From an optimization exercise on the open Yosys and OpenROAD flow, aimed at small area; shortcuts taken in it are not production practice. Function was checked by simulation only, so behaviour that the tests miss may differ from the original. No activity file was given, so power comes from the tool's default toggle rates.

<file path="flow/config.mk">
export PLATFORM = sky130hd
export DESIGN_NAME = wiv_ex
export DESIGN_NICKNAME = wiv_ex
export VERILOG_FILES = /design/flow/design.v
export SDC_FILE = /design/flow/constraint.sdc
export NUM_CORES = 4
export LEC_CHECK = 0
export ABC_AREA = 1
export CAP_MARGIN = 20
export CORE_MARGIN = 2
export CORE_UTILIZATION = 25
export PLACE_DENSITY = 0.45
export SLEW_MARGIN = 20
</file>
<file path="flow/constraint.sdc">
create_clock -name core_clock -period 7.0 [get_ports {clk}]
set_input_delay 1.4000 -clock core_clock [delete_from_list [all_inputs] [get_ports {clk}]]
set_output_delay 1.4000 -clock core_clock [all_outputs]
set_load 0.01 [all_outputs]
</file>
<file path="flow/design.v">
package WivDefines;
localparam bit [2:0] CL_SUM   = 3'd0;   
localparam bit [2:0] CL_SH    = 3'd1;   
localparam bit [2:0] CL_CMP   = 3'd2;   
localparam bit [2:0] CL_LOGIC = 3'd3;   
localparam bit [2:0] CL_B     = 3'd4;   
localparam bit [2:0] CL_A     = 3'd5;   
localparam bit [2:0] CL_ANDSX = 3'd6;   
endpackage : WivDefines
module ex_add64(
    input  [63:0] a,
    input  [63:0] b,
    input         cin,
    output [63:0] s,
    output        co
);
    wire [63:0] p = a ^ b;
    wire [63:0] g0 = a & b;
    wire [63:0] G [0:6];
    wire [63:0] P [0:6];
    assign G[0] = {g0[63:1], g0[0] | (p[0] & cin)};
    assign P[0] = p;
    genvar l, i;
    generate
        for (l = 1; l <= 6; l = l + 1) begin : up
            for (i = 0; i < 64; i = i + 1) begin : b_
                if ((i % (1 << l)) == (1 << l) - 1) begin : n
                    assign G[l][i] = G[l-1][i] | (P[l-1][i] & G[l-1][i - (1 << (l-1))]);
                    assign P[l][i] = P[l-1][i] & P[l-1][i - (1 << (l-1))];
                end else begin : c
                    assign G[l][i] = G[l-1][i];
                    assign P[l][i] = P[l-1][i];
                end
            end
        end
    endgenerate
    wire [63:0] D [1:6];
    assign D[6] = G[6];
    generate
        for (l = 5; l >= 1; l = l - 1) begin : dn
            for (i = 0; i < 64; i = i + 1) begin : b_
                if ((i % (1 << l)) == (1 << (l-1)) - 1 && i >= (1 << l)) begin : n
                    assign D[l][i] = D[l+1][i] | (P[l-1][i] & D[l+1][i - (1 << (l-1))]);
                end else begin : c
                    assign D[l][i] = D[l+1][i];
                end
            end
        end
    endgenerate
    wire [64:0] c = {D[1], cin};
    assign s = p ^ c[63:0];
    assign co = c[64];
endmodule
module ex_shift64(
    input  [63:0] a,
    input  [5:0]  amt,
    input         left,
    input         word,
    input         arith,
    output [63:0] y
);
    wire fill = arith & (word ? a[31] : a[63]);
    wire [63:0] x;
    genvar i, l;
    generate
        for (i = 0; i < 64; i = i + 1) begin : inp
            if (i < 32) begin : lo
                assign x[i] = left ? a[63-i] : a[i];
            end else begin : hi
                assign x[i] = left ? a[63-i] : (word ? fill : a[i]);
            end
        end
    endgenerate
    wire [63:0] z [0:6];
    assign z[0] = x;
    generate
        for (l = 0; l < 6; l = l + 1) begin : lv
            for (i = 0; i < 64; i = i + 1) begin : b_
                if (i + (1 << l) < 64) begin : n
                    assign z[l+1][i] = amt[l] ? z[l][i + (1 << l)] : z[l][i];
                end else begin : f
                    assign z[l+1][i] = amt[l] ? fill : z[l][i];
                end
            end
        end
    endgenerate
    generate
        for (i = 0; i < 64; i = i + 1) begin : outp
            assign y[i] = left ? z[6][63-i] : z[6][i];
        end
    endgenerate
endmodule
module core_ex(
    input             clk,
    input             rst,
    input             stall,
    input             flush,
    input             id_valid,
    input      [63:0] id_pc,
    input      [6:0]  id_opcode,
    input      [2:0]  id_funct3,
    input      [6:0]  id_funct7,
    input      [63:0] id_dat_a,
    input      [63:0] id_dat_b,
    input      [4:0]  id_rd,
    input      [11:0] id_csr,
    input             id_we,
    input             id_ld,
    input             id_st,
    input             id_csr_st,
    input             id_amo,
    output reg        ex_valid,
    output reg [63:0] ex_pc,
    output reg [2:0]  ex_funct3,
    output reg [4:0]  ex_funct5,
    output     [63:0] ex_data,
    output reg [63:0] ex_addr,
    output reg [4:0]  ex_rd,
    output reg [11:0] ex_csr,
    output     [63:0] ex_csr_data,
    output reg        ex_we,
    output reg        ex_ld,
    output reg        ex_st,
    output reg        ex_csr_st,
    output reg        ex_amo
);
    wire [6:0] opc = id_opcode;
    wire [2:0] f3  = id_funct3;
    wire [6:0] f7  = id_funct7;
    wire is_alu = opc == 7'h13 || opc == 7'h33 || opc == 7'h1B || opc == 7'h3B;
    wire is_w   = opc == 7'h1B || opc == 7'h3B;
    wire is_reg = opc == 7'h33 || opc == 7'h3B;
    wire is_sys = opc == 7'h73;
    wire is_pass = opc == 7'h23 || opc == 7'h03 || opc == 7'h67 || opc == 7'h6F || opc == 7'h2F;
    reg [2:0] d_cl;
    reg [2:0] d_m;    
    always_comb begin
        d_cl = WivDefines::CL_SUM;
        d_m  = 3'b000;
        if (is_alu) begin
            case (f3)
                3'd0: begin d_cl = WivDefines::CL_SUM;   d_m = {1'b0, is_w, is_reg & f7[5]}; end
                3'd1: begin d_cl = WivDefines::CL_SH;    d_m = {1'b0, is_w, 1'b1}; end
                3'd2: begin d_cl = WivDefines::CL_CMP;   d_m = 3'b001; end
                3'd3: begin d_cl = WivDefines::CL_CMP;   d_m = 3'b000; end
                3'd4: begin d_cl = WivDefines::CL_LOGIC; d_m = 3'b001; end
                3'd5: begin d_cl = WivDefines::CL_SH;    d_m = {f7[5], is_w, 1'b0}; end
                3'd6: begin d_cl = WivDefines::CL_LOGIC; d_m = 3'b011; end
                default: begin d_cl = WivDefines::CL_LOGIC; d_m = 3'b010; end
            endcase
        end else if (is_sys) begin
            d_cl = WivDefines::CL_B;
        end else if (opc[1:0] == 2'b00) begin
            d_cl = (f3 == 3'd0) ? WivDefines::CL_SUM : WivDefines::CL_A;
        end else if (opc[1:0] == 2'b01) begin
            if (f3 == 3'd1) begin
                d_cl = WivDefines::CL_SUM; d_m = 3'b010;
            end else if (f3 == 3'd4) begin
                case (f7[1:0])
                    2'b00: begin d_cl = WivDefines::CL_SH; d_m = 3'b000; end
                    2'b01: begin d_cl = WivDefines::CL_SH; d_m = 3'b100; end
                    2'b10: begin d_cl = WivDefines::CL_ANDSX; end
                    default: begin
                        case (f7[4:2])
                            3'd0: begin d_cl = WivDefines::CL_SUM;   d_m = 3'b001; end
                            3'd1: begin d_cl = WivDefines::CL_LOGIC; d_m = 3'b001; end
                            3'd2: begin d_cl = WivDefines::CL_LOGIC; d_m = 3'b011; end
                            3'd3: begin d_cl = WivDefines::CL_LOGIC; d_m = 3'b010; end
                            3'd4: begin d_cl = WivDefines::CL_SUM;   d_m = 3'b011; end
                            3'd5: begin d_cl = WivDefines::CL_SUM;   d_m = 3'b010; end
                            default: begin d_cl = WivDefines::CL_LOGIC; d_m = 3'b000; end
                        endcase
                    end
                endcase
            end
        end else if (opc[1:0] == 2'b10) begin
            if (f3 == 3'd0) begin d_cl = WivDefines::CL_SH; d_m = 3'b001; end
            else d_cl = WivDefines::CL_A;
        end else if (is_pass) begin
            d_cl = WivDefines::CL_A;
        end
    end
    wire [2:0] d_f3 = (opc[1:0] != 2'b11 && (id_ld || id_st) && f3[1]) ? {1'b0, f3[1:0]} : f3;
    wire clr  = rst | flush;
    wire take = !clr && !stall && id_valid;
    wire keep = !clr && stall;
    reg [63:0] a_q;
    reg [2:0]  cl_q;
    reg [2:0]  m_q;
    always @(posedge clk) begin
        if (clr) begin
            ex_pc <= 64'h0;
        end else if (!stall && id_valid) begin
            ex_pc <= id_pc;
        end
        if (!keep) begin
            cl_q <= d_cl;
            m_q  <= d_m;
        end
        if (!keep) begin
            if (take) begin
                ex_valid  <= 1'b1;
                a_q       <= id_dat_a;
                ex_addr   <= id_dat_b;
                ex_funct3 <= d_f3;
                ex_funct5 <= f7[6:2];
                ex_rd     <= id_rd;
                ex_csr    <= id_csr;
                ex_we     <= id_we;
                ex_ld     <= id_ld;
                ex_st     <= id_st;
                ex_csr_st <= id_csr_st;
                ex_amo    <= id_amo;
            end else begin
                ex_valid  <= 1'b0;
                a_q       <= 64'h0;
                ex_addr   <= 64'h0;
                ex_funct3 <= 3'h0;
                ex_funct5 <= 5'h0;
                ex_rd     <= 5'h0;
                ex_csr    <= 12'h0;
                ex_we     <= 1'b0;
                ex_ld     <= 1'b0;
                ex_st     <= 1'b0;
                ex_csr_st <= 1'b0;
                ex_amo    <= 1'b0;
            end
        end
    end
    wire [63:0] a = a_q;
    wire [63:0] b = ex_addr;
    wire c_sum   = cl_q == WivDefines::CL_SUM;
    wire c_sh    = cl_q == WivDefines::CL_SH;
    wire c_cmp   = cl_q == WivDefines::CL_CMP;
    wire c_logic = cl_q == WivDefines::CL_LOGIC;
    wire c_b     = cl_q == WivDefines::CL_B;
    wire c_a     = cl_q == WivDefines::CL_A;
    wire c_andsx = cl_q == WivDefines::CL_ANDSX;
    wire sub  = (c_sum & m_q[0]) | c_cmp;
    wire word = (c_sum | c_sh) & m_q[1];
    wire [63:0] sum;
    wire        co;
    ex_add64 u_add(.a(a), .b(b ^ {64{sub}}), .cin(sub), .s(sum), .co(co));
    wire [63:0] sh;
    ex_shift64 u_sh(.a(a), .amt({b[5] & ~word, b[4:0]}), .left(m_q[0]), .word(word),
                    .arith(m_q[2]), .y(sh));
    wire [63:0] ar  = c_sum ? sum : (c_sh ? sh : 64'h0);
    wire [63:0] arw = word ? {{32{ar[31]}}, ar[31:0]} : ar;
    wire lt = c_cmp & ((a[63] ^ b[63]) ? (m_q[0] & a[63]) | (~m_q[0] & b[63]) : ~co);
    wire lx = c_logic & m_q[0];
    wire la = c_logic & m_q[1];
    wire [63:0] sxb = {{58{b[5]}}, b[5:0]};
    assign ex_data = arw
                   | ({64{lx}} & (a ^ b))
                   | ({64{la}} & a & b)
                   | ({64{c_andsx}} & a & sxb)
                   | ({64{c_a}} & a)
                   | ({64{c_b}} & b)
                   | {63'h0, lt};
    wire [2:0] cf = ex_funct3;
    assign ex_csr_data = {64{c_b}} & (
                           ({64{cf[1:0] == 2'b01}} & a)
                         | ({64{cf[1:0] == 2'b11}} & b & ~a)
                         | ({64{cf[1:0] == 2'b10}} & (b | a))
                         | ({64{cf[1:0] == 2'b00}} & sum));
endmodule
module wiv_ex(
    input         clk,
    input         rst,
    input         stall,
    input         flush,
    input         id_valid,
    input  [63:0] id_pc,
    input  [6:0]  id_opcode,
    input  [2:0]  id_funct3,
    input  [6:0]  id_funct7,
    input  [63:0] id_dat_a,
    input  [63:0] id_dat_b,
    input  [4:0]  id_rd,
    input  [11:0] id_csr,
    input         id_we,
    input         id_ld,
    input         id_st,
    input         id_csr_st,
    input         id_amo,
    output        ex_valid,
    output [63:0] ex_pc,
    output [2:0]  ex_funct3,
    output [4:0]  ex_funct5,
    output [63:0] ex_data,
    output [63:0] ex_addr,
    output [4:0]  ex_rd,
    output [11:0] ex_csr,
    output [63:0] ex_csr_data,
    output        ex_we,
    output        ex_ld,
    output        ex_st,
    output        ex_csr_st,
    output        ex_amo
);
core_ex u_ex(
    .clk(clk),
    .rst(rst),
    .stall(stall),
    .flush(flush),
    .id_valid(id_valid),
    .id_pc(id_pc),
    .id_opcode(id_opcode),
    .id_funct3(id_funct3),
    .id_funct7(id_funct7),
    .id_dat_a(id_dat_a),
    .id_dat_b(id_dat_b),
    .id_rd(id_rd),
    .id_csr(id_csr),
    .id_we(id_we),
    .id_ld(id_ld),
    .id_st(id_st),
    .id_csr_st(id_csr_st),
    .id_amo(id_amo),
    .ex_valid(ex_valid),
    .ex_pc(ex_pc),
    .ex_funct3(ex_funct3),
    .ex_funct5(ex_funct5),
    .ex_data(ex_data),
    .ex_addr(ex_addr),
    .ex_rd(ex_rd),
    .ex_csr(ex_csr),
    .ex_csr_data(ex_csr_data),
    .ex_we(ex_we),
    .ex_ld(ex_ld),
    .ex_st(ex_st),
    .ex_csr_st(ex_csr_st),
    .ex_amo(ex_amo)
);
endmodule
</file>
<file path="flow/run.sh">
#!/bin/bash
# synth_recipe.tcl (not shown) runs the flow's synth.tcl, then flattens the netlist and writes it again
# the make line also repeats each setting of config.mk as NAME=value (left out here)
make -C /OpenROAD-flow-scripts/flow DESIGN_CONFIG=/design/flow/config.mk WORK_HOME=/design/flow/orfs CLKGATE_MAP_FILE= SYNTH_SCRIPT=/design/flow/synth_recipe.tcl finish
</file>
==> results.yml, run 1 <==
placed_design:
  placedCellCount: 5131
  port-buffer-count: 522
  hpwl_um: 95500
  place_congestion: 0.986
drt:
  drc: 0
  drtPass1Iterations: 8
  drt-initial-drc-count: 2484
  post_drt_via_cell_ratio: 5.18
  post_drt_wl_per_cell_um: 23.9
  wl_um: 124000
  vias: 27000
  ant_nets: 0
critical_path:
  r2r_slack_ps: 6350
  start_kind: "flip-flop"
  cp-end-kind: "output port"
  crit_top_cell: "buf_4"
  crit_family: "buffers and inverters"
  rr_endpoint: "u_ex.ex_pc[29]"
  max_stage_delay_ps: 630
  critPathArrivalTime_ps: 5420
  rr_startpoint: "u_ex.ex_pc[29]"
  cp_num_buf_inv: 7
  slowest_stage: "clkdlybuf4s50_1"
  path_max_fanout: 8
  rr_worst_depth: 2
  cp_data_required_time_ps: 5600
  worstSetupPathType: "reg2out"
  crit_chain: "nor2_2, nand2_1, o21ai_4, buf_12, xor2_1, ha_1, a21o_1, a221oi_2, nand2_2, nand3_1, nand2_2, buf_12, buf_4, a21oi_2, nor2_1, nor2_1, buf_4, buf_4, fa_1, o22ai_1, inv_1, a31oi_1, clkdlybuf4s50_1"
synthesis:
  synthMuxAreaShare_pct: 0.129
  yosysTopAreaCellShare_pct: 21.3
  synth-simple-area-share_pct: 34.1
  yosysSeqAreaShare_pct: 26.8
  synth_top_family_by_area: "simple AND/OR/NAND/NOR gates"
  synth_area_leaders: "edfxtp_1, nand3_1, nand2_1"
  synth_edf_count: 165
  synth_area_per_cell_um2: 6.62
  synth_fa_ha_area_share_pct: 9.54
  synth_compound_area_share_pct: 15.1
  synth_cells: 3510
  syn_nets: 3904
  yosys_most_used_dff: "edfxtp_1"
  yosysWarnings: 3
  synth-async-reset-ratio_pct: 0
  synth_area_um2: 23200
  synth_xor_area_share_pct: 3.54
  post_synth_num_cell_types: 53
  synth-seq-cells: 229
  synth_top_cell_by_area: "edfxtp_1"
floorplanning:
  fp-row-count: 111
  die_y_um: 309
  fp.dieArea_um2: 95400
  core_area_um2: 91900
  die_x_um: 309
  ios: 523
  start_util_pct: 25.3
grt:
  grt_max_degree: 164
  antenna_found_initial: 5
  grt_usage_pct: 25.2
  first_global_vias: 25700
  grt_pass1_wl_um: 178000
  grt_overflow: 0
layout:
  fillers: 10200
  final_cell_mix: "nand2_1, nand3_1, clkdlybuf4s50_1, inv_1, nor2_1"
  syn_to_final_growth_pct: 34.6
  finish.utilization_pct: 34.0
  drive_gt1_share_pct: 6.80
  instances_no_fill: 5202
  final_common_cell: "nand2_1"
  nets: 4327
clocking:
  clock_latency_ps: 590
  numCtsBuffers: 30
  numClockSinks: 229
  root_buffer: "clkbuf_16"
  cts.path.max_buffers: 3
  ctsHtreeMaxLevel: 1
  cts_tree: "built"
  cts.clk_slew.worst_paths_ps: 60
sta:
  fmax_ghz: 0.147
  maxSlewViolCount: 0
  fin_skew_ps: 0
  hold_violations: 0
  period_needed_ps: 6820
  worstMarginPinSlew_ps: 1100
  fin_crit_sh_pct: 97.5
  maxSlewHeadroom_pct: 26.7
  setup_violations: 0
worst_hold_path:
  holdPathStages: 2
  hold_end: "u_ex.ex_pc[56]"
  holdCritStartpoint: "u_ex.ex_pc[56]"
  hp-class: "reg2reg"
power_and_ir_drop:
  p_leak_nw: 14.4
  power_density_nw_per_um2: 173
  ir_drop_v: 0.000153
job:
  maxCapViolCount: 0
outcome:
  status: "complete, no violations"
==> area by class of cell <==
class | count | area [µm²] | area share, %
clock buffer | 50 | 918 | 2.94
sequential | 229 | 6240 | 19.9
antenna | 2 | 5.00 | 0.0160
tap | 1243 | 1560 | 4.97
multi-input combinational | 2643 | 14700 | 47.1
inverter | 401 | 1510 | 4.83
clock inverter | 6 | 50.0 | 0.160
timing repair buffer | 628 | 6260 | 20.0
==> stage by stage <==
| step | setup slack, ps | total power, mW | area [µm²] | TNS, ps | hold WS, ps |
|---|---|---|---|---|---|
| final | 177 | 5.42 | 31300 | 0 | 511 |
| after global routing | -11.0 | 5.72 | 31300 | -21.9 | 534 |
| after CTS | 20.7 | 5.45 | 30900 | 0 | 518 |
| after detailed placement | 356 | 3.86 | 29900 | 0 | 500 |
| after global placement | 430 | 3.87 | 29900 | 0 | 491 |
| after floorplan | 927 | 2.80 | 23200 | 0 | 549 |
==> how the worst max path moves through the flow <==
| stage | from | endpoint | slack (ps) | cells past startpoint |
|---|---|---|---|---|
| 6_report | u_ex.cl_q[1] | ex_csr_data[28] | 180 | 23 |
| 5_1_grt | u_ex.cl_q[1] | ex_data[14] | -10 | 25 |
| 4_1_cts | u_ex.cl_q[0] | ex_data[47] | 20 | 29 |
| 3_5_place_dp | u_ex.cl_q[0] | ex_data[63] | 360 | 30 |
| 3_3_place_gp | u_ex.cl_q[0] | ex_data[63] | 430 | 30 |
| 2_1_floorplan | u_ex.cl_q[1] | ex_data[47] | 930 | 26 |
==> where the power goes <==
group          leakage (nW)  switching [mW]  internal [mW]
combinational          11.5            1.39          0.858
clock                 0.474           0.658          0.893
sequential             2.42          0.0989           1.52
total                  14.4            2.15           3.27
==> worst register-to-register path: stages (launching register included) <==
cell and delay [ps]:
dfxtp_1 300, o21ai_0 180, nor2_1 60
==> cell usage after synthesis (all sizes together), types with 11 or more instances <==
library cell and instances:
buf 93, a21oi 189, a32oi 12, a31oi 42
nor3 11, or2 33, dfxtp 64, fa 32
nand2 728, ha 126, a221oi 42, xnor2 16
inv 395, o221ai 32, nor2 377, o211ai 23
o22ai 13, o2111ai 23, edfxtp 165, xor2 78
nand3 656, o21ai 160, clkbuf 144
==> state kept, by name (all words and copies together), names as in the netlist <==
name	cells
u_ex.a_q	64
u_ex.ex_addr	64
u_ex.ex_pc	64
u_ex.ex_csr	12
u_ex.ex_funct5	5
u_ex.ex_rd	5
u_ex.cl_q	3
u_ex.ex_funct3	3
u_ex.m_q	3
u_ex.ex_amo	1
u_ex.ex_csr_st	1
u_ex.ex_ld	1
u_ex.ex_st	1
u_ex.ex_valid	1
u_ex.ex_we	1
==> cells by family (layout without fill, tap and decap cells) <==
logic type,count (synthesis),after routing
AND/OR/NAND/NOR,1817,1817
buffers and inverters,638,1085
AO/OA/AOI/OAI,571,571
flip-flops,229,229
adder cells (fa/ha/maj),158,158
XOR/XNOR,94,94
multiplexers,3,3
other,0,2
==> layer usage <==
layer	up-vias	part of all wire (%)	track usage [%]
met4	10	3.6	8.42
li1	12700	-	-
met2	1174	46	41.2
met1	12900	41	32.5
met5	-	0.050	0
met3	159	8.8	5.91
==> timing repair <==
item                                    in CTS  in global routing
buffers inserted                             1                 12
hold buffers                                 0                  0
gates resized for setup                     14                 70
pin swaps                                    3                 10
endpoints found under the setup margin      51                 60
==> run 2: changes to the inputs <==
--- a/flow/design.v
+++ b/flow/design.v
@@ -13,8 +13,10 @@
     input         cin,
     output [63:0] s,
-    output        co
+    output        co,
+    output [63:0] p,
+    output [63:0] g0
 );
-    wire [63:0] p = a ^ b;
-    wire [63:0] g0 = a & b;
+    assign p  = a ^ b;
+    assign g0 = a & b;
     wire [63:0] G [0:6];
     wire [63:0] P [0:6];
@@ -60,35 +62,106 @@
     output [63:0] y
 );
-    wire fill = arith & (word ? a[31] : a[63]);
+    wire fill  = arith & (word ? a[31] : a[63]);
+    wire right = ~left;
+    wire wfill = ~left & word & fill;
+    wire rfull = ~left & ~word;
     wire [63:0] x;
-    genvar i, l;
+    genvar i, k;
     generate
         for (i = 0; i < 64; i = i + 1) begin : inp
             if (i < 32) begin : lo
-                assign x[i] = left ? a[63-i] : a[i];
+                assign x[i] = (left & a[63-i]) | (right & a[i]);
             end else begin : hi
-                assign x[i] = left ? a[63-i] : (word ? fill : a[i]);
+                assign x[i] = (left & a[63-i]) | (rfull & a[i]) | wfill;
             end
         end
     endgenerate
-    wire [63:0] z [0:6];
-    assign z[0] = x;
+    wire [3:0] d0 = 4'b1 << amt[1:0];
+    wire [3:0] d1 = 4'b1 << amt[3:2];
+    wire [3:0] d2 = 4'b1 << amt[5:4];
+    wire [3:0] n0 = ~d0, n1 = ~d1, n2 = ~d2;
+    wire [63:0] z1, z2, z3;
     generate
-        for (l = 0; l < 6; l = l + 1) begin : lv
-            for (i = 0; i < 64; i = i + 1) begin : b_
-                if (i + (1 << l) < 64) begin : n
-                    assign z[l+1][i] = amt[l] ? z[l][i + (1 << l)] : z[l][i];
-                end else begin : f
-                    assign z[l+1][i] = amt[l] ? fill : z[l][i];
-                end
+        for (i = 0; i < 64; i = i + 1) begin : st
+            wire [3:0] t1, t2, t3;
+            for (k = 0; k < 4; k = k + 1) begin : tk
+                assign t1[k] = n0[k] | ((i + k      < 64) ? x[(i + k) % 64]       : fill);
+                assign t2[k] = n1[k] | ((i + 4*k    < 64) ? z1[(i + 4*k) % 64]    : fill);
+                assign t3[k] = n2[k] | ((i + 16*k   < 64) ? z2[(i + 16*k) % 64]   : fill);
             end
+            assign z1[i] = &t1;
+            assign z2[i] = &t2;
+            assign z3[i] = &t3;
         end
     endgenerate
+    assign y = z3;
+endmodule
+module ex_sel #(parameter integer W = 1) (
+    input          k,
+    input          t,
+    input  [W-1:0] q,
+    input  [W-1:0] d,
+    output [W-1:0] y
+);
+    assign y = ({W{k}} & q) | ({W{t}} & d);
+endmodule
+module ex_res(
+    input  [63:0] sum,
+    input  [63:0] z,
+    input  [63:0] a,
+    input  [63:0] b,
+    input  [63:0] p,
+    input  [63:0] g,
+    input         s_sum,
+    input         s_shr,
+    input         s_shl,
+    input         word,
+    input         s_p,
+    input         s_g,
+    input         s_a,
+    input         s_b,
+    input         s_andsx,
+    input         lt,
+    output [63:0] y
+);
+    wire ar31 = (s_sum & sum[31]) | (s_shr & z[31]) | (s_shl & z[32]);
+    wire ext  = word & ar31;
+    wire h_sum = s_sum & ~word;
+    wire h_shr = s_shr & ~word;
+    wire h_shl = s_shl & ~word;
+    wire g_lo  = s_g | s_andsx;
+    wire a_hi  = s_a | (s_andsx & b[5]);
+    genvar i;
     generate
-        for (i = 0; i < 64; i = i + 1) begin : outp
-            assign y[i] = left ? z[6][63-i] : z[6][i];
+        for (i = 0; i < 64; i = i + 1) begin : bt
+            if (i < 6) begin : lo6
+                assign y[i] = (s_sum & sum[i]) | (s_shr & z[i]) | (s_shl & z[63-i])
+                            | (s_p & p[i]) | (g_lo & g[i]) | (s_a & a[i]) | (s_b & b[i])
+                            | ((i == 0) ? lt : 1'b0);
+            end else if (i < 32) begin : lo
+                assign y[i] = (s_sum & sum[i]) | (s_shr & z[i]) | (s_shl & z[63-i])
+                            | (s_p & p[i]) | (s_g & g[i]) | (a_hi & a[i]) | (s_b & b[i]);
+            end else begin : hi
+                assign y[i] = (h_sum & sum[i]) | (h_shr & z[i]) | (h_shl & z[63-i]) | ext
+                            | (s_p & p[i]) | (s_g & g[i]) | (a_hi & a[i]) | (s_b & b[i]);
+            end
         end
     endgenerate
 endmodule
+module ex_csr(
+    input  [63:0] a,
+    input  [63:0] b,
+    input  [63:0] p,
+    input  [63:0] g,
+    input  [63:0] sum,
+    input         s_a,
+    input         s_bna,
+    input         s_or,
+    input         s_sum,
+    output [63:0] y
+);
+    assign y = ({64{s_a}} & a) | ({64{s_bna}} & p & b) | ({64{s_or}} & (p | g))
+             | ({64{s_sum}} & sum);
+endmodule
 module core_ex(
     input             clk,
@@ -188,42 +261,22 @@
     reg [2:0]  cl_q;
     reg [2:0]  m_q;
+    reg        sub_q;    
+    wire [63:0] n_pc;
+    ex_sel #(.W(64)) u_npc(.k(!clr && (stall || !id_valid)), .t(take), .q(ex_pc), .d(id_pc), .y(n_pc));
+    localparam integer NR = 1 + 64 + 64 + 3 + 5 + 5 + 12 + 5;
+    wire [NR-1:0] r_q = {ex_valid, a_q, ex_addr, ex_funct3, ex_funct5, ex_rd, ex_csr,
+                         ex_we, ex_ld, ex_st, ex_csr_st, ex_amo};
+    wire [NR-1:0] r_in = {1'b1, id_dat_a, id_dat_b, d_f3, f7[6:2], id_rd, id_csr,
+                          id_we, id_ld, id_st, id_csr_st, id_amo};
+    wire [NR-1:0] n_r;
+    ex_sel #(.W(NR)) u_nr(.k(keep), .t(take), .q(r_q), .d(r_in), .y(n_r));
     always @(posedge clk) begin
-        if (clr) begin
-            ex_pc <= 64'h0;
-        end else if (!stall && id_valid) begin
-            ex_pc <= id_pc;
-        end
-        if (!keep) begin
-            cl_q <= d_cl;
-            m_q  <= d_m;
-        end
+        ex_pc <= n_pc;
+        {ex_valid, a_q, ex_addr, ex_funct3, ex_funct5, ex_rd, ex_csr,
+         ex_we, ex_ld, ex_st, ex_csr_st, ex_amo} <= n_r;
         if (!keep) begin
-            if (take) begin
-                ex_valid  <= 1'b1;
-                a_q       <= id_dat_a;
-                ex_addr   <= id_dat_b;
-                ex_funct3 <= d_f3;
-                ex_funct5 <= f7[6:2];
-                ex_rd     <= id_rd;
-                ex_csr    <= id_csr;
-                ex_we     <= id_we;
-                ex_ld     <= id_ld;
-                ex_st     <= id_st;
-                ex_csr_st <= id_csr_st;
-                ex_amo    <= id_amo;
-            end else begin
-                ex_valid  <= 1'b0;
-                a_q       <= 64'h0;
-                ex_addr   <= 64'h0;
-                ex_funct3 <= 3'h0;
-                ex_funct5 <= 5'h0;
-                ex_rd     <= 5'h0;
-                ex_csr    <= 12'h0;
-                ex_we     <= 1'b0;
-                ex_ld     <= 1'b0;
-                ex_st     <= 1'b0;
-                ex_csr_st <= 1'b0;
-                ex_amo    <= 1'b0;
-            end
+            cl_q  <= d_cl;
+            m_q   <= d_m;
+            sub_q <= (d_cl == WivDefines::CL_SUM && d_m[0]) || d_cl == WivDefines::CL_CMP;
         end
     end
@@ -237,31 +290,23 @@
     wire c_a     = cl_q == WivDefines::CL_A;
     wire c_andsx = cl_q == WivDefines::CL_ANDSX;
-    wire sub  = (c_sum & m_q[0]) | c_cmp;
+    wire sub  = sub_q;
     wire word = (c_sum | c_sh) & m_q[1];
-    wire [63:0] sum;
+    wire [63:0] sum, p, g;
     wire        co;
-    ex_add64 u_add(.a(a), .b(b ^ {64{sub}}), .cin(sub), .s(sum), .co(co));
+    ex_add64 u_add(.a(a), .b(b ^ {64{sub}}), .cin(sub), .s(sum), .co(co), .p(p), .g0(g));
     wire [63:0] sh;
     ex_shift64 u_sh(.a(a), .amt({b[5] & ~word, b[4:0]}), .left(m_q[0]), .word(word),
                     .arith(m_q[2]), .y(sh));
-    wire [63:0] ar  = c_sum ? sum : (c_sh ? sh : 64'h0);
-    wire [63:0] arw = word ? {{32{ar[31]}}, ar[31:0]} : ar;
     wire lt = c_cmp & ((a[63] ^ b[63]) ? (m_q[0] & a[63]) | (~m_q[0] & b[63]) : ~co);
-    wire lx = c_logic & m_q[0];
-    wire la = c_logic & m_q[1];
-    wire [63:0] sxb = {{58{b[5]}}, b[5:0]};
-    assign ex_data = arw
-                   | ({64{lx}} & (a ^ b))
-                   | ({64{la}} & a & b)
-                   | ({64{c_andsx}} & a & sxb)
-                   | ({64{c_a}} & a)
-                   | ({64{c_b}} & b)
-                   | {63'h0, lt};
+    ex_res u_res(
+        .sum(sum), .z(sh), .a(a), .b(b), .p(p), .g(g),
+        .s_sum(c_sum), .s_shr(c_sh & ~m_q[0]), .s_shl(c_sh & m_q[0]), .word(word),
+        .s_p(c_logic & m_q[0]), .s_g(c_logic & m_q[1]), .s_a(c_a), .s_b(c_b),
+        .s_andsx(c_andsx), .lt(lt), .y(ex_data));
     wire [2:0] cf = ex_funct3;
-    assign ex_csr_data = {64{c_b}} & (
-                           ({64{cf[1:0] == 2'b01}} & a)
-                         | ({64{cf[1:0] == 2'b11}} & b & ~a)
-                         | ({64{cf[1:0] == 2'b10}} & (b | a))
-                         | ({64{cf[1:0] == 2'b00}} & sum));
+    ex_csr u_csr(.a(a), .b(b), .p(p), .g(g), .sum(sum),
+                 .s_a(c_b & cf[1:0] == 2'b01), .s_bna(c_b & cf[1:0] == 2'b11),
+                 .s_or(c_b & cf[1:0] == 2'b10), .s_sum(c_b & cf[1:0] == 2'b00),
+                 .y(ex_csr_data));
 endmodule
 module wiv_ex(
==> flow/flow/run.sh (new file) <==
#!/bin/bash
# Own layout flow: the standard flow (standard.sh) with two changes:
#  - synthesis (flow/synth.tcl, the standard script with the abc call wrapped) maps
#    the adder module with the standard ABC script and every other module with an
#    area-oriented one (flow/abc_small.script); registers are mapped before ABC,
#    exactly as in the standard synthesis;
#  - the port buffers that placement inserts are sky130_fd_sc_hd__buf_1.
set -euo pipefail
WORK=$(cd "$(dirname "$0")/.." && pwd)
export MY_ABC_AREA="$WORK/flow/abc_small.script"
export MY_ABC_FAST_MODULES="ex_add64"
export BUFFER_PORTS_ARGS="-buffer_cell sky130_fd_sc_hd__buf_1"
sed "s#SYNTH_SCRIPT=[^ ]*#SYNTH_SCRIPT=$WORK/flow/synth.tcl#" "$WORK/standard.sh" > "$WORK/own_standard.sh"
bash "$WORK/own_standard.sh" > "$WORK/own_flow.log" 2>&1
==> flow/flow/abc_small.script (new file) <==
strash
dch
amap -F 4 -A 10
topo
==> flow/flow/synth.tcl (new file) <==
proc synth {args} { yosys synth -nofsm -noshare {*}$args }
proc abc {args} {
  set i [lsearch -exact $args -script]
  if {$i >= 0 && [info exists ::env(MY_ABC_AREA)] && $::env(MY_ABC_AREA) ne ""} {
    set small $args
    lset small [expr {$i + 1}] $::env(MY_ABC_AREA)
    set fast [list]
    foreach m $::env(MY_ABC_FAST_MODULES) {
      lappend fast "=$m"
      if {[llength $fast] > 1} { lappend fast %u }
    }
    if {[llength $fast] > 0} {
      yosys abc {*}$args {*}$fast
      yosys abc {*}$small {*}$fast %n
    } else {
      yosys abc {*}$small
    }
  } else {
    yosys abc {*}$args
  }
}
source $::env(SCRIPTS_DIR)/synth.tcl
# left out here: clear keep_hierarchy, flatten, clean up, hide names made inside functions, write 1_2_yosys.v
==> flow/standard.sh (new file) <==
#!/bin/bash
# synth_recipe.tcl (not shown) runs the flow's synth.tcl, then flattens the netlist and writes it again
# the make line also repeats each setting of config.mk as NAME=value (left out here)
make -C /OpenROAD-flow-scripts/flow DESIGN_CONFIG=/design/flow/config.mk WORK_HOME=/design/flow/orfs CLKGATE_MAP_FILE= SYNTH_SCRIPT=/design/flow/synth_recipe.tcl "${@:-finish}"
--- a/flow/config.mk
+++ b/flow/config.mk
@@ -9,5 +9,7 @@
 export CAP_MARGIN = 20
 export CORE_MARGIN = 2
-export CORE_UTILIZATION = 25
-export PLACE_DENSITY = 0.45
+export CORE_UTILIZATION = 50
+export PLACE_DENSITY = 0.65
 export SLEW_MARGIN = 20
+export SYNTH_HIERARCHICAL = 1
+export SYNTH_MINIMUM_KEEP_SIZE = 0
removed: flow/run.sh
==> run 2 against run 1 <==
Net effect: still clean on timing, DRC and antenna; flip-flop and latch count increased by 1; sequential share of layout area increased by 1.2 points; non-clock buffer count shrank 26; via count shrank 11%; register-to-register slack lost 250 ps; critical endpoint is now ex_data[39]; utilization up 29 points; die area is 61% lower; critical path depth decreased by 5.
==> results.yml, run 2 <==
power_and_ir_drop:
  pwr-share-comb_pct: 26.7
  ir_drop_v: 0.000224
  power.share.clock_pct: 36.7
  power.switching_mw: 1.31
  p_leak_nw: 8.36
  p_int_mw: 2.49
  power_density_nw_per_um2: 171
  switching_share_pct: 34.5
  seq_power_share_pct: 36.6
grt:
  grtUsageMet2_pct: 69.5
  grt_max_degree: 149
  grt_pass1_wl_um: 130000
  grt_usage_pct: 44.7
  grt_overflow: 0
  met1_usage_pct: 57.1
  first_global_vias: 21800
  gr-usage-met3_pct: 10.7
  top_usage_layer: "met2"
  antenna_found_initial: 7
synthesis:
  synth_area_per_cell_um2: 8.13
  yosysTopAreaCellShare_pct: 25.0
  synth_edf_count: 7
  synth-async-reset-ratio_pct: 0
  synth_area_leaders: "dfxtp_1, a22o_1, a222oi_1"
  synth-seq-cells: 230
  yosysWarnings: 436
  synth_cells: 2197
  synth_top_cell_by_area: "dfxtp_1"
  yosysSeqAreaShare_pct: 26.2
  synth_area_um2: 17900
  synthTopCellsByCount: "a22o_1, dfxtp_1, clkinv_1, nor2_1, o22ai_1"
  syn_nets: 2530
  post_synth_num_cell_types: 51
  yosys_most_used_dff: "dfxtp_1"
clocking:
  cts_tree: "built"
  numCtsBuffers: 25
  numClockSinks: 230
  cts.clk_slew.worst_paths_ps: 60
  clock_latency_ps: 550
  root_buffer: "clkbuf_16"
  ctsHtreeMaxLevel: 1
  postCtsHoldBufs: 0
  cts.path.max_buffers: 3
sta:
  grt_setup_unrepaired: "false"
  setup_violations: 0
  fin_skew_ps: 0
  maxSlewViolCount: 0
  hold_ws_ps: 468
  period_needed_ps: 6810
  fmax_ghz: 0.147
  maxSlewHeadroom_pct: 16.5
  hold_violations: 0
  fin_crit_sh_pct: 97.2
  worstMarginPinSlew_ps: 1250
  final.setup.tns_ps: 0
critical_path:
  rr_worst_depth: 1
  rr_endpoint: "u_ex.a_q[31]"
  worstSetupPathType: "reg2out"
  crit_start: "u_ex.cl_q[1]"
  path_max_fanout: 16
  cp_data_required_time_ps: 5600
  rr_startpoint: "u_ex.a_q[31]"
  cp-end-kind: "output port"
  start_kind: "flip-flop"
  critPathArrivalTime_ps: 5410
  worstSetupEndpoint: "ex_data[39]"
  r2r_slack_ps: 6100
layout:
  nets: 3160
  final_common_cell: "buf_1"
  final_cell_mix: "buf_1, a22o_1, dfxtp_1, clkinv_1, nor2_1"
  syn_to_final_growth_pct: 23.9
  drive_gt1_share_pct: 5.97
drt:
  wl_um: 88300
  post_drt_wl_per_cell_um: 26.7
  drc: 0
  vias: 23900
  post_drt_via_cell_ratio: 7.20
  drtPass1Iterations: 13
  ant_nets: 0
  drt-initial-drc-count: 4298
floorplanning:
  ios: 523
  die_y_um: 193
  start_util_pct: 50.5
  fp-row-count: 69
  core_area_um2: 35400
  fp.dieArea_um2: 37300
  die_x_um: 193
job:
  maxCapViolCount: 0
placed_design:
  hpwl_um: 63400
  place_congestion: 1.11
  port-buffer-count: 522
worst_hold_path:
  hp-class: "reg2reg"
outcome:
  status: "complete, no violations"
==> run 2: modules after synthesis (local to each module, per instance), excerpt <==
module,flops+latches,cell area (µm²),cells
core_ex,230,5720,456
ex_shift64,0,3850,646
ex_add64,0,2830,353
ex_res,0,2070,263
ex_csr,0,1440,256
==> run 2: cells by family (layout without fill, tap and decap cells) <==
| logic type | count (synthesis) | in the layout | share of synthesized area, % |
|---|---|---|---|
| AOI/OAI and AO/OA | 1048 | 1048 | 45.7 |
| and+or+nand+nor | 519 | 520 | 12.7 |
| buffers and inverters | 271 | 919 | 5.69 |
| DFF | 230 | 230 | 26.2 |
| adders and majority gates | 97 | 97 | 8.18 |
| xor gates and xnor gates | 31 | 31 | 1.52 |
| other | 1 | 6 | 0.0210 |
==> run 2: how the worst min path moves through the flow <==
stage / cells after the start / startpoint / end / slack (ps)
finish: 1 / u_ex.ex_csr[1] / u_ex.ex_csr[1] / 470
global route: 1 / u_ex.ex_pc[14] / u_ex.ex_pc[14] / 490
CTS: 1 / u_ex.ex_csr[1] / u_ex.ex_csr[1] / 470
detailed placement: 1 / u_ex.ex_csr[11] / u_ex.ex_csr[11] / 450
global placement: 1 / u_ex.ex_pc[41] / u_ex.ex_pc[41] / 450
floorplan: 1 / u_ex.ex_pc[62] / u_ex.ex_pc[62] / 510
==> run 2: routing by layer <==
| layer | part of all wire, % | up-vias |
|---|---|---|
| met5 | 0.024 | - |
| met4 | 5.9 | 4 |
| met3 | 13 | 350 |
| met2 | 44 | 1975 |
| met1 | 37 | 11200 |
| li1 | - | 10300 |
==> run 2: final cells by class <==
cell class                 count  area [µm²]
inverter                     271        1020
antenna                        5        12.5
clock buffer                  37         751
multi-input combinational   1697       12300
tap                          461         577
fill                        3183       13300
timing repair buffer         602        2660
sequential                   230        4670
clock inverter                 9         110
==> run 2: stage by stage <==
stage	utilization, %	std cells	cell area (µm²)	power [mW]	setup slack, ps
finish	62.6	3312	22100	3.79	194
floorplan	-	2197	17900	1.97	7.88
CTS	62.3	3299	22000	3.75	188
global placement	59.7	3249	21100	2.36	664
global route	62.6	3312	22100	3.91	9.64
detailed placement	59.8	3251	21200	2.38	484
==> run 2: power groups by stage <==
stage | Sequential (mW) | Clock [mW] | Combinational, mW
CTS | 1.39 | 1.39 | 0.967
floorplan | 1.42 | 0 | 0.544
finish | 1.39 | 1.39 | 1.01
global route | 1.39 | 1.45 | 1.06
detailed placement | 1.42 | 0 | 0.960
global placement | 1.41 | 0 | 0.948
==> run 2: worst max-delay path: stages, from the launching register on <==
cell	delay (ps)
edfxtp_1	500
nor3_1	280
buf_4	310
o221ai_1	140
buf_4	200
clkinv_1	60
nand3_1	100
buf_4	260
o221ai_1	230
o22a_1	230
o221ai_1	230
nand2_1	130
o21ai_0	150
a221oi_1	580
o22ai_1	130
nor3_1	720
a222oi_1	200
o2111ai_1	190
buf_1	190
==> run 2: repair_timing <==
item / in CTS / in global routing
resized for setup: 1 / 0
gates cloned: 1 / 0
pin swaps: 1 / 0
setup buffers: 1 / 8
setup endpoints to repair: 32 / 32
==> run 3: changes to the inputs <==
--- a/flow/flow/run.sh
+++ b/flow/flow/run.sh
@@ -5,5 +5,6 @@
 #    area-oriented one (flow/abc_small.script); registers are mapped before ABC,
 #    exactly as in the standard synthesis;
-#  - the port buffers that placement inserts are sky130_fd_sc_hd__buf_1.
+#  - the port buffers that placement inserts are sky130_fd_sc_hd__buf_1;
+#  - clock tree synthesis uses clkbuf_4 (clkbuf_8 at the root) and no dummy loads.
 set -euo pipefail
 WORK=$(cd "$(dirname "$0")/.." && pwd)
@@ -11,4 +12,5 @@
 export MY_ABC_FAST_MODULES="ex_add64"
 export BUFFER_PORTS_ARGS="-buffer_cell sky130_fd_sc_hd__buf_1"
+export CTS_ARGS="-sink_clustering_enable -repair_clock_nets -buf_list sky130_fd_sc_hd__clkbuf_4 -root_buf sky130_fd_sc_hd__clkbuf_8 -dont_use_dummy_load"
 sed "s#SYNTH_SCRIPT=[^ ]*#SYNTH_SCRIPT=$WORK/flow/synth.tcl#" "$WORK/standard.sh" > "$WORK/own_standard.sh"
 bash "$WORK/own_standard.sh" > "$WORK/own_flow.log" 2>&1
==> run 3 against run 2 <==
Net effect: still clean; clock power decreased by 33%; first-iteration DRC count rose by 1.7%; clock-buffer cell count grew 22; sequential power is essentially flat; worst setup slack improved by 20 ps; register-to-register slack about the same; non-clock buffer count is 1 lower; final area down 1.7%; maximum frequency grew 0.30%; largest cell class unchanged.
==> results.yml, run 3 <==
critical_path:
  cp_data_required_time_ps: 5600
  cp-end-kind: "output port"
  rr_startpoint: "u_ex.a_q[31]"
  path_max_fanout: 8
  worstSetupPathType: "reg2out"
  crit_start: "u_ex.sub_q"
  start_kind: "flip-flop"
  critPathArrivalTime_ps: 5390
sta:
  hold_violations: 0
  worstMarginPinSlew_ps: 1230
  hold_ws_ps: 472
  setup_ws_ps: 214
  period_needed_ps: 6790
  fmax_ghz: 0.147
  final.setup.tns_ps: 0
  maxSlewViolCount: 0
  fin_crit_sh_pct: 96.9
  fin_skew_ps: 0
  maxSlewHeadroom_pct: 17.7
  setup_violations: 0
layout:
  instances_no_fill: 3322
  syn_to_final_growth_pct: 21.8
  drive_gt1_share_pct: 6.54
  fin_area_um2: 21800
  nets: 3193
  final_common_cell: "buf_1"
  finish.utilization_pct: 61.5
  final_cell_mix: "buf_1, a22o_1, dfxtp_1, clkinv_1, nor2_1"
clocking:
  clock_latency_ps: 580
  numClockSinks: 230
  cts_tree: "built"
  root_buffer: "clkbuf_8"
  numCtsBuffers: 59
  cts.clk_slew.worst_paths_ps: 50
  cts.path.max_buffers: 3
  ctsHtreeMaxLevel: 2
synthesis:
  synth_top_cell_by_area: "dfxtp_1"
  synth-async-reset-ratio_pct: 0
  synth_area_leaders: "dfxtp_1, a22o_1, a222oi_1"
  synth_area_per_cell_um2: 8.13
  post_synth_num_cell_types: 51
  synthTopCellsByCount: "a22o_1, dfxtp_1, clkinv_1, nor2_1, o22ai_1"
  synth-seq-cells: 230
  syn_nets: 2530
  yosysTopAreaCellShare_pct: 25.0
  yosys_most_used_dff: "dfxtp_1"
  synth_edf_count: 7
  yosysSeqAreaShare_pct: 26.2
  yosysWarnings: 436
  synth_area_um2: 17900
  synth_cells: 2197
power_and_ir_drop:
  power.share.clock_pct: 28.0
  switching_share_pct: 37.4
  power_density_nw_per_um2: 153
  ir_drop_v: 0.000148
  pwr-share-comb_pct: 30.3
  seq_power_share_pct: 41.7
  p_leak_nw: 8.22
  finalPower_mw: 3.33
  power.switching_mw: 1.25
  p_int_mw: 2.09
grt:
  grt_usage_pct: 44.7
  antenna_found_initial: 4
  first_global_vias: 22000
  grt_max_degree: 149
  grt_overflow: 0
  grt_pass1_wl_um: 129000
worst_hold_path:
  holdCritStartpoint: "u_ex.ex_rd[3]"
  hp-class: "reg2reg"
job:
  maxCapViolCount: 0
placed_design:
  post-place-ws_ps: 484
  place_congestion: 1.11
  placedCellCount: 3251
  hpwl_um: 63400
  placed_cell_area_um2: 21200
  port-buffer-count: 522
floorplanning:
  die_x_um: 193
  start_util_pct: 50.5
  die_y_um: 193
  ios: 523
  fp-row-count: 69
  core_area_um2: 35400
  fp.dieArea_um2: 37300
drt:
  post_drt_wl_per_cell_um: 26.5
  vias: 23800
  post_drt_via_cell_ratio: 7.16
  drc: 0
  drt-initial-drc-count: 4373
  wl_um: 87900
  drtPass1Iterations: 12
  ant_nets: 0
outcome:
  status: "complete, no violations"
run 3: cell types whose count changed in the layout (fill, tap and decap cells not counted), sizes merged:
cell | previous run | this run
clkbuf | 37 | 59
bufinv | 2 | 0
clkinv | 210 | 206
inv | 68 | 65
diode | 5 | 3
buf | 602 | 601
run 3: per-layer routing:
metal	part of all wire (%)	up-vias	global-route usage (%)
li1	-	10400	-
met1	37	11200	57.2
met2	45	1899	69.8
met3	12	340	9.81
met4	5.4	2	24.8
met5	0.015	-	0
run 3: timing repair:
action,in CTS,in global routing
setup buffers,5,3
setup endpoints to repair,32,34
cloned,1,0
gates resized for setup,1,1
pin swaps,0,2
hold buffers,0,0
run 3: layout make-up:
class | instances | area [µm²]
fill | 3231 | 13600
multi-input combinational | 1697 | 12300
sequential | 230 | 4670
timing repair buffer | 601 | 2660
inverter | 271 | 1020
tap | 461 | 577
clock buffer | 59 | 474
antenna | 3 | 7.51
run 3: logic make-up (layout without fill, tap and decap cells):
logic type	count (synthesis)	after routing	share of synthesized area, %
xor gates and xnor gates	31	31	1.52
DFF	230	230	26.2
and+or+nand+nor	519	520	12.7
buffers and inverters	271	931	5.69
other	1	4	0.0210
AOI/OAI and AO/OA	1048	1048	45.7
adders and majority gates	97	97	8.18
run 3: path summary, 6_finish.rpt:
check,to,slack [ps],cells after the start
setup / recovery,ex_data[54],210,24
setup reg to reg,u_ex.a_q[31],6090,1
hold reg to reg,u_ex.ex_rd[3],470,1
hold / removal,u_ex.ex_rd[3],470,1
run 3: critical path, cell delays in order (launching register included):
cell and delay (ps):
edfxtp_1 580, nor2_1 90, a21oi_1 190, inv_1 90, fa_1 390, inv_1 90
fa_1 210, nand3_1 100, nand3_2 150, nand2_1 90, nand2_2 140, nand2_1 80
nand2_2 240, nand2_2 110, nand2_4 100, nand2_2 70, nand2_4 160, nand2_1 80
nand2_1 120, nand3_1 90, nand2_1 90, fa_1 450, a222oi_1 670, o2111ai_1 230
buf_1 180
run 3: modules after synthesis (local to each module, per instance), excerpt:
module      copies in the design  cells
core_ex                        1    456
ex_shift64                     1    646
ex_add64                       1    353
ex_res                         1    263
ex_csr                         1    256
run 3: power by group through the flow:
stage | logic [mW] | clock network (mW) | registers, mW
3_5_place_dp | 0.960 | 0 | 1.42
4_1_cts | 0.966 | 0.942 | 1.39
2_1_floorplan | 0.544 | 0 | 1.42
6_report | 1.01 | 0.933 | 1.39
3_3_place_gp | 0.948 | 0 | 1.41
5_1_grt | 1.06 | 1.00 | 1.39
==> run 4: changes to the inputs <==
--- a/flow/design.v
+++ b/flow/design.v
@@ -119,9 +119,10 @@
     input         s_p,
     input         s_g,
-    input         s_a,
-    input         s_b,
+    input         s_bna,
+    input         s_sys,
     input         s_andsx,
     input         lt,
-    output [63:0] y
+    output [63:0] y,
+    output [63:0] csr
 );
     wire ar31 = (s_sum & sum[31]) | (s_shr & z[31]) | (s_shl & z[32]);
@@ -131,36 +132,25 @@
     wire h_shl = s_shl & ~word;
     wire g_lo  = s_g | s_andsx;
-    wire a_hi  = s_a | (s_andsx & b[5]);
+    wire x_shr = s_shr | (s_andsx & b[5]);
+    wire xh_shr = x_shr & ~word;
+    wire [63:0] r;
     genvar i;
     generate
         for (i = 0; i < 64; i = i + 1) begin : bt
             if (i < 6) begin : lo6
-                assign y[i] = (s_sum & sum[i]) | (s_shr & z[i]) | (s_shl & z[63-i])
-                            | (s_p & p[i]) | (g_lo & g[i]) | (s_a & a[i]) | (s_b & b[i])
+                assign r[i] = (s_sum & sum[i]) | (s_shr & z[i]) | (s_shl & z[63-i])
+                            | (s_p & p[i]) | (g_lo & g[i]) | (s_bna & p[i] & b[i])
                             | ((i == 0) ? lt : 1'b0);
             end else if (i < 32) begin : lo
-                assign y[i] = (s_sum & sum[i]) | (s_shr & z[i]) | (s_shl & z[63-i])
-                            | (s_p & p[i]) | (s_g & g[i]) | (a_hi & a[i]) | (s_b & b[i]);
+                assign r[i] = (s_sum & sum[i]) | (x_shr & z[i]) | (s_shl & z[63-i])
+                            | (s_p & p[i]) | (s_g & g[i]) | (s_bna & p[i] & b[i]);
             end else begin : hi
-                assign y[i] = (h_sum & sum[i]) | (h_shr & z[i]) | (h_shl & z[63-i]) | ext
-                            | (s_p & p[i]) | (s_g & g[i]) | (a_hi & a[i]) | (s_b & b[i]);
+                assign r[i] = (h_sum & sum[i]) | (xh_shr & z[i]) | (h_shl & z[63-i]) | ext
+                            | (s_p & p[i]) | (s_g & g[i]) | (s_bna & p[i] & b[i]);
             end
         end
     endgenerate
-endmodule
-module ex_csr(
-    input  [63:0] a,
-    input  [63:0] b,
-    input  [63:0] p,
-    input  [63:0] g,
-    input  [63:0] sum,
-    input         s_a,
-    input         s_bna,
-    input         s_or,
-    input         s_sum,
-    output [63:0] y
-);
-    assign y = ({64{s_a}} & a) | ({64{s_bna}} & p & b) | ({64{s_or}} & (p | g))
-             | ({64{s_sum}} & sum);
+    assign y   = s_sys ? b : r;
+    assign csr = {64{s_sys}} & r;
 endmodule
 module core_ex(
@@ -261,5 +251,5 @@
     reg [2:0]  cl_q;
     reg [2:0]  m_q;
-    reg        sub_q;    
+    reg [1:0]  sub_q;    
     wire [63:0] n_pc;
     ex_sel #(.W(64)) u_npc(.k(!clr && (stall || !id_valid)), .t(take), .q(ex_pc), .d(id_pc), .y(n_pc));
@@ -271,13 +261,13 @@
     wire [NR-1:0] n_r;
     ex_sel #(.W(NR)) u_nr(.k(keep), .t(take), .q(r_q), .d(r_in), .y(n_r));
+    wire       d_sub = (d_cl == WivDefines::CL_SUM && d_m[0]) || d_cl == WivDefines::CL_CMP;
+    wire [7:0] n_c;
+    ex_sel #(.W(8)) u_nc(.k(keep), .t(!keep), .q({cl_q, m_q, sub_q}), .d({d_cl, d_m, {2{d_sub}}}),
+                         .y(n_c));
     always @(posedge clk) begin
         ex_pc <= n_pc;
         {ex_valid, a_q, ex_addr, ex_funct3, ex_funct5, ex_rd, ex_csr,
          ex_we, ex_ld, ex_st, ex_csr_st, ex_amo} <= n_r;
-        if (!keep) begin
-            cl_q  <= d_cl;
-            m_q   <= d_m;
-            sub_q <= (d_cl == WivDefines::CL_SUM && d_m[0]) || d_cl == WivDefines::CL_CMP;
-        end
+        {cl_q, m_q, sub_q} <= n_c;
     end
     wire [63:0] a = a_q;
@@ -290,23 +280,22 @@
     wire c_a     = cl_q == WivDefines::CL_A;
     wire c_andsx = cl_q == WivDefines::CL_ANDSX;
-    wire sub  = sub_q;
+    wire sub  = sub_q[0];
     wire word = (c_sum | c_sh) & m_q[1];
     wire [63:0] sum, p, g;
     wire        co;
-    ex_add64 u_add(.a(a), .b(b ^ {64{sub}}), .cin(sub), .s(sum), .co(co), .p(p), .g0(g));
+    ex_add64 u_add(.a(a), .b(b ^ {{32{sub_q[1]}}, {32{sub_q[0]}}}), .cin(sub), .s(sum), .co(co), .p(p), .g0(g));
     wire [63:0] sh;
-    ex_shift64 u_sh(.a(a), .amt({b[5] & ~word, b[4:0]}), .left(m_q[0]), .word(word),
-                    .arith(m_q[2]), .y(sh));
+    ex_shift64 u_sh(.a(a), .amt({b[5] & ~word, b[4:0]} & {6{c_sh}}), .left(c_sh & m_q[0]),
+                    .word(word), .arith(m_q[2]), .y(sh));
     wire lt = c_cmp & ((a[63] ^ b[63]) ? (m_q[0] & a[63]) | (~m_q[0] & b[63]) : ~co);
+    wire [1:0] cf = ex_funct3[1:0];
     ex_res u_res(
         .sum(sum), .z(sh), .a(a), .b(b), .p(p), .g(g),
-        .s_sum(c_sum), .s_shr(c_sh & ~m_q[0]), .s_shl(c_sh & m_q[0]), .word(word),
-        .s_p(c_logic & m_q[0]), .s_g(c_logic & m_q[1]), .s_a(c_a), .s_b(c_b),
-        .s_andsx(c_andsx), .lt(lt), .y(ex_data));
-    wire [2:0] cf = ex_funct3;
-    ex_csr u_csr(.a(a), .b(b), .p(p), .g(g), .sum(sum),
-                 .s_a(c_b & cf[1:0] == 2'b01), .s_bna(c_b & cf[1:0] == 2'b11),
-                 .s_or(c_b & cf[1:0] == 2'b10), .s_sum(c_b & cf[1:0] == 2'b00),
-                 .y(ex_csr_data));
+        .s_sum(c_sum | (c_b & cf == 2'b00)),
+        .s_shr((c_sh & ~m_q[0]) | c_a | (c_b & cf == 2'b01)), .s_shl(c_sh & m_q[0]),
+        .word(word),
+        .s_p((c_logic & m_q[0]) | (c_b & cf == 2'b10)), .s_g((c_logic & m_q[1]) | (c_b & cf == 2'b10)),
+        .s_bna(c_b & cf == 2'b11), .s_sys(c_b),
+        .s_andsx(c_andsx), .lt(lt), .y(ex_data), .csr(ex_csr_data));
 endmodule
 module wiv_ex(
--- a/flow/flow/run.sh
+++ b/flow/flow/run.sh
@@ -1,4 +1,4 @@
 #!/bin/bash
-# Own layout flow: the standard flow (standard.sh) with two changes:
+# Own layout flow: the standard flow (standard.sh) with these changes:
 #  - synthesis (flow/synth.tcl, the standard script with the abc call wrapped) maps
 #    the adder module with the standard ABC script and every other module with an
--- a/flow/config.mk
+++ b/flow/config.mk
@@ -11,4 +11,5 @@
 export CORE_UTILIZATION = 50
 export PLACE_DENSITY = 0.65
+export SETUP_SLACK_MARGIN = 0.1
 export SLEW_MARGIN = 20
 export SYNTH_HIERARCHICAL = 1
==> run 4 against run 3 <==
Net effect: still clean on timing, DRC and antenna; die area fell by 3.6%; area after synthesis is 3.6% lower; global-route usage is 1.4 points higher; clock power rose by 4.3%; synthesized cell count rose by 0.96%; register-to-register slack got worse by 520 ps; routed wire length is 0.86% higher; total power decreased by 6.1%; critical path depth decreased by 1; hold slack about the same; via count decreased by 1.4%; utilization rose by 2.5 points; largest cell class unchanged; largest power group unchanged; highest routed layer is now met4.
==> results.yml, run 4 <==
outcome:
  status: "complete, no violations"
drt:
  drt-initial-drc-count: 3726
  post_drt_wl_per_cell_um: 26.3
  vias: 23500
  post_drt_via_cell_ratio: 6.96
  wl_um: 88700
  drtPass1Iterations: 13
  drc: 0
  ant_nets: 0
power_and_ir_drop:
  power.switching_mw: 1.10
  p_int_mw: 2.03
  seq_power_share_pct: 44.2
  switching_share_pct: 35.2
  power_density_nw_per_um2: 145
  power.share.clock_pct: 31.1
  pwr-share-comb_pct: 24.7
  ir_drop_v: 0.000127
  p_leak_nw: 8.54
synthesis:
  synthTopCellsByCount: "nor2_1, a22o_1, dfxtp_1, nand2_1, clkinv_1"
  synth-async-reset-ratio_pct: 0
  yosysTopAreaCellShare_pct: 26.9
  synth-seq-cells: 231
  synthMostInstantiatedCell: "nor2_1"
  synth_area_um2: 17200
  synth_area_leaders: "dfxtp_1, a22o_1, o22ai_1"
  synth_area_per_cell_um2: 7.76
  yosys_most_used_dff: "dfxtp_1"
  synth_edf_count: 0
  yosysWarnings: 436
  synth_cells: 2218
  post_synth_num_cell_types: 52
  synth_top_cell_by_area: "dfxtp_1"
  yosysSeqAreaShare_pct: 26.9
  syn_nets: 2551
critical_path:
  cp_data_required_time_ps: 5600
  crit_start: "u_ex.sub_q[0]"
  rr_worst_depth: 3
  cp_num_buf_inv: 6
  rr_startpoint: "u_ex.sub_q[1]"
  crit_chain: "buf_12, buf_4, clkbuf_16, a21oi_1, ha_1, nand2_1, inv_1, a21oi_1, nand2_1, a31oi_4, o21bai_2, nand3_1, nand3_1, fa_1, xor2_1, a22o_1, o21ai_2, buf_6, nand2_1, a221o_1, a31oi_1, o21ai_0, buf_1"
  max_stage_delay_ps: 380
  start_kind: "flip-flop"
  crit_top_cell: "nand2_1"
  crit_family: "compound AO/OA/AOI/OAI gates"
  path_max_fanout: 27
  rr_endpoint: "u_ex.sub_q[1]"
  slowest_stage: "fa_1"
  cp-end-kind: "output port"
  worstSetupEndpoint: "ex_data[49]"
  cp.depth: 23
  worstSetupPathType: "reg2out"
  critPathArrivalTime_ps: 5420
  r2r_slack_ps: 5570
layout:
  instances_no_fill: 3369
  final_cell_mix: "buf_1, nor2_1, a22o_1, dfxtp_1, nand2_1"
  drive_gt1_share_pct: 8.77
  syn_to_final_growth_pct: 25.3
  multi_input_area_um2: 12000
  finish.utilization_pct: 64.0
  seqCellArea_um2: 4630
  nets: 3241
  final_common_cell: "buf_1"
  fillers: 2919
sta:
  setup_violations: 0
  final.setup.tns_ps: 0
  grt_setup_unrepaired: "true"
  fin_crit_sh_pct: 97.5
  hold_ws_ps: 472
  setup_ws_ps: 177
  period_needed_ps: 6820
  fin_skew_ps: 0
  maxSlewViolCount: 0
  maxSlewHeadroom_pct: 22.2
  worstMarginPinSlew_ps: 1160
  fmax_ghz: 0.147
  hold_violations: 0
floorplanning:
  die_x_um: 190
  fp.dieArea_um2: 35900
  fp-row-count: 67
  die_y_um: 190
  ios: 523
  core_area_um2: 33700
  start_util_pct: 51.1
clocking:
  root_buffer: "clkbuf_8"
  cts.path.max_buffers: 3
  numCtsBuffers: 61
  clock_latency_ps: 640
  ctsHtreeMaxLevel: 2
  numClockSinks: 231
  cts_tree: "built"
  cts.clk_slew.worst_paths_ps: 50
placed_design:
  placedCellCount: 3286
  post-place-ws_ps: 388
  place_congestion: 1.12
  hpwl_um: 64600
  port-buffer-count: 522
grt:
  first_global_vias: 21900
  grt_pass1_wl_um: 128000
  grt_overflow: 0
  antenna_found_initial: 14
  grt_max_degree: 98
  grt_usage_pct: 46.1
job:
  maxCapViolCount: 0
worst_hold_path:
  hp-class: "reg2reg"
==> run 4: Yosys stat by module, one instance, submodules excluded, excerpt <==
module | cells inside | area (µm²) | times used | flip-flops and latches
core_ex | 465 | 5690 | 1 | 231
ex_add64 | 353 | 2830 | 1 | 0
ex_res | 523 | 2820 | 1 | 0
ex_shift64 | 646 | 3850 | 1 | 0
==> run 4: kinds of logic after synthesis <==
family | count (synthesis) | synth area share, %
XOR/XNOR | 31 | 1.58
AO/OA/AOI/OAI | 1008 | 42.9
AND/OR/NAND/NOR | 591 | 14.5
buffers and inverters | 259 | 5.64
other | 1 | 0.0218
flip-flops | 231 | 26.9
adder cells (fa/ha/maj) | 97 | 8.49
==> run 4: power groups by stage <==
stage                     Combinational, mW  Sequential (mW)  Clock (mW)
final                                 0.774             1.38       0.973
after global routing                  0.813             1.38        1.03
after CTS                             0.728             1.38       0.980
after detailed placement              0.723             1.41           0
after global placement                0.713             1.41           0
after floorplan                       0.399             1.41           0
==> run 4: per-layer routing <==
layer	up-vias	wire length [µm]	GRT usage, %
met2	1947	38900	70.9
met4	0	5130	25.8
met3	366	12000	12.5
met1	11000	32600	58.5
met5	-	0	0
li1	10100	-	-
==> run 4: layout make-up <==
class / count / area share, %
Inverter: 259 / 4.58
Tap cell: 448 / 2.60
Timing Repair Buffer: 626 / 13.3
Antenna cell: 15 / 0.174
Sequential cell: 231 / 21.5
Clock buffer: 61 / 2.27
Multi-Input combinational cell: 1729 / 55.6
==> run 4: repair_timing <==
item / 4_1_cts / 5_1_grt
setup buffers: 0 / 5
cloned: 0 / 2
pin swaps: 1 / 2
resized for setup: 12 / 50
hold buffers: 0 / 0
setup endpoints to repair: 68 / 122
==> run 4: worst min-delay path by stage <==
| stage | start | end | slack, ps | depth (start not counted) |
|---|---|---|---|---|
| final | u_ex.ex_csr[6] | u_ex.ex_csr[6] | 470 | 1 |
| after detailed placement | u_ex.ex_pc[45] | u_ex.ex_pc[45] | 450 | 1 |
| after CTS | u_ex.ex_csr[6] | u_ex.ex_csr[6] | 470 | 1 |
| after floorplan | u_ex.m_q[2] | u_ex.m_q[2] | 440 | 1 |
| after global placement | u_ex.ex_csr[0] | u_ex.ex_csr[0] | 450 | 1 |
| after global routing | u_ex.ex_csr[6] | u_ex.ex_csr[6] | 490 | 1 |
==> run 4: metrics by stage <==
stage | power (mW) | area [µm²]
2_1_floorplan | 1.81 | 17300
6_report | 3.13 | 21600
4_1_cts | 3.09 | 21200
3_5_place_dp | 2.13 | 20700
3_3_place_gp | 2.12 | 20600
5_1_grt | 3.23 | 21600

## afterwards: timing with drivers on the ports
How much do the figures lean on ideal ports? The routed layouts below were timed once more, with nothing changed but the port constraints. Step 1 assumes that a clkbuf_16 drives the clock port and a buf_2 every other input. Step 2 times the ports against the registers' clock, not the clock port: input delays grow and output delays shrink by t, the midpoint of the rising clock arrivals with the driver on. Three values: ideal, step 1, step 2; two values: the first two.
run	t (ns)	setup WS [ns]	hold slack, ns	worst setup path at the end
run 1	0.659	0.177 / 0.111 / 0.770	0.511 / 0.511 / 0.511	register to output
run 2	0.613	0.194 / 0.138 / 0.751	0.468 / 0.468 / 0.468	register to output
run 3	0.641	0.214 / 0.163 / 0.805	0.472 / 0.472 / 0.472	register to output
run 4	0.651	0.177 / 0.124 / 0.775	0.472 / 0.472 / 0.472	register to output
After both steps setup and hold are still met in every run listed.
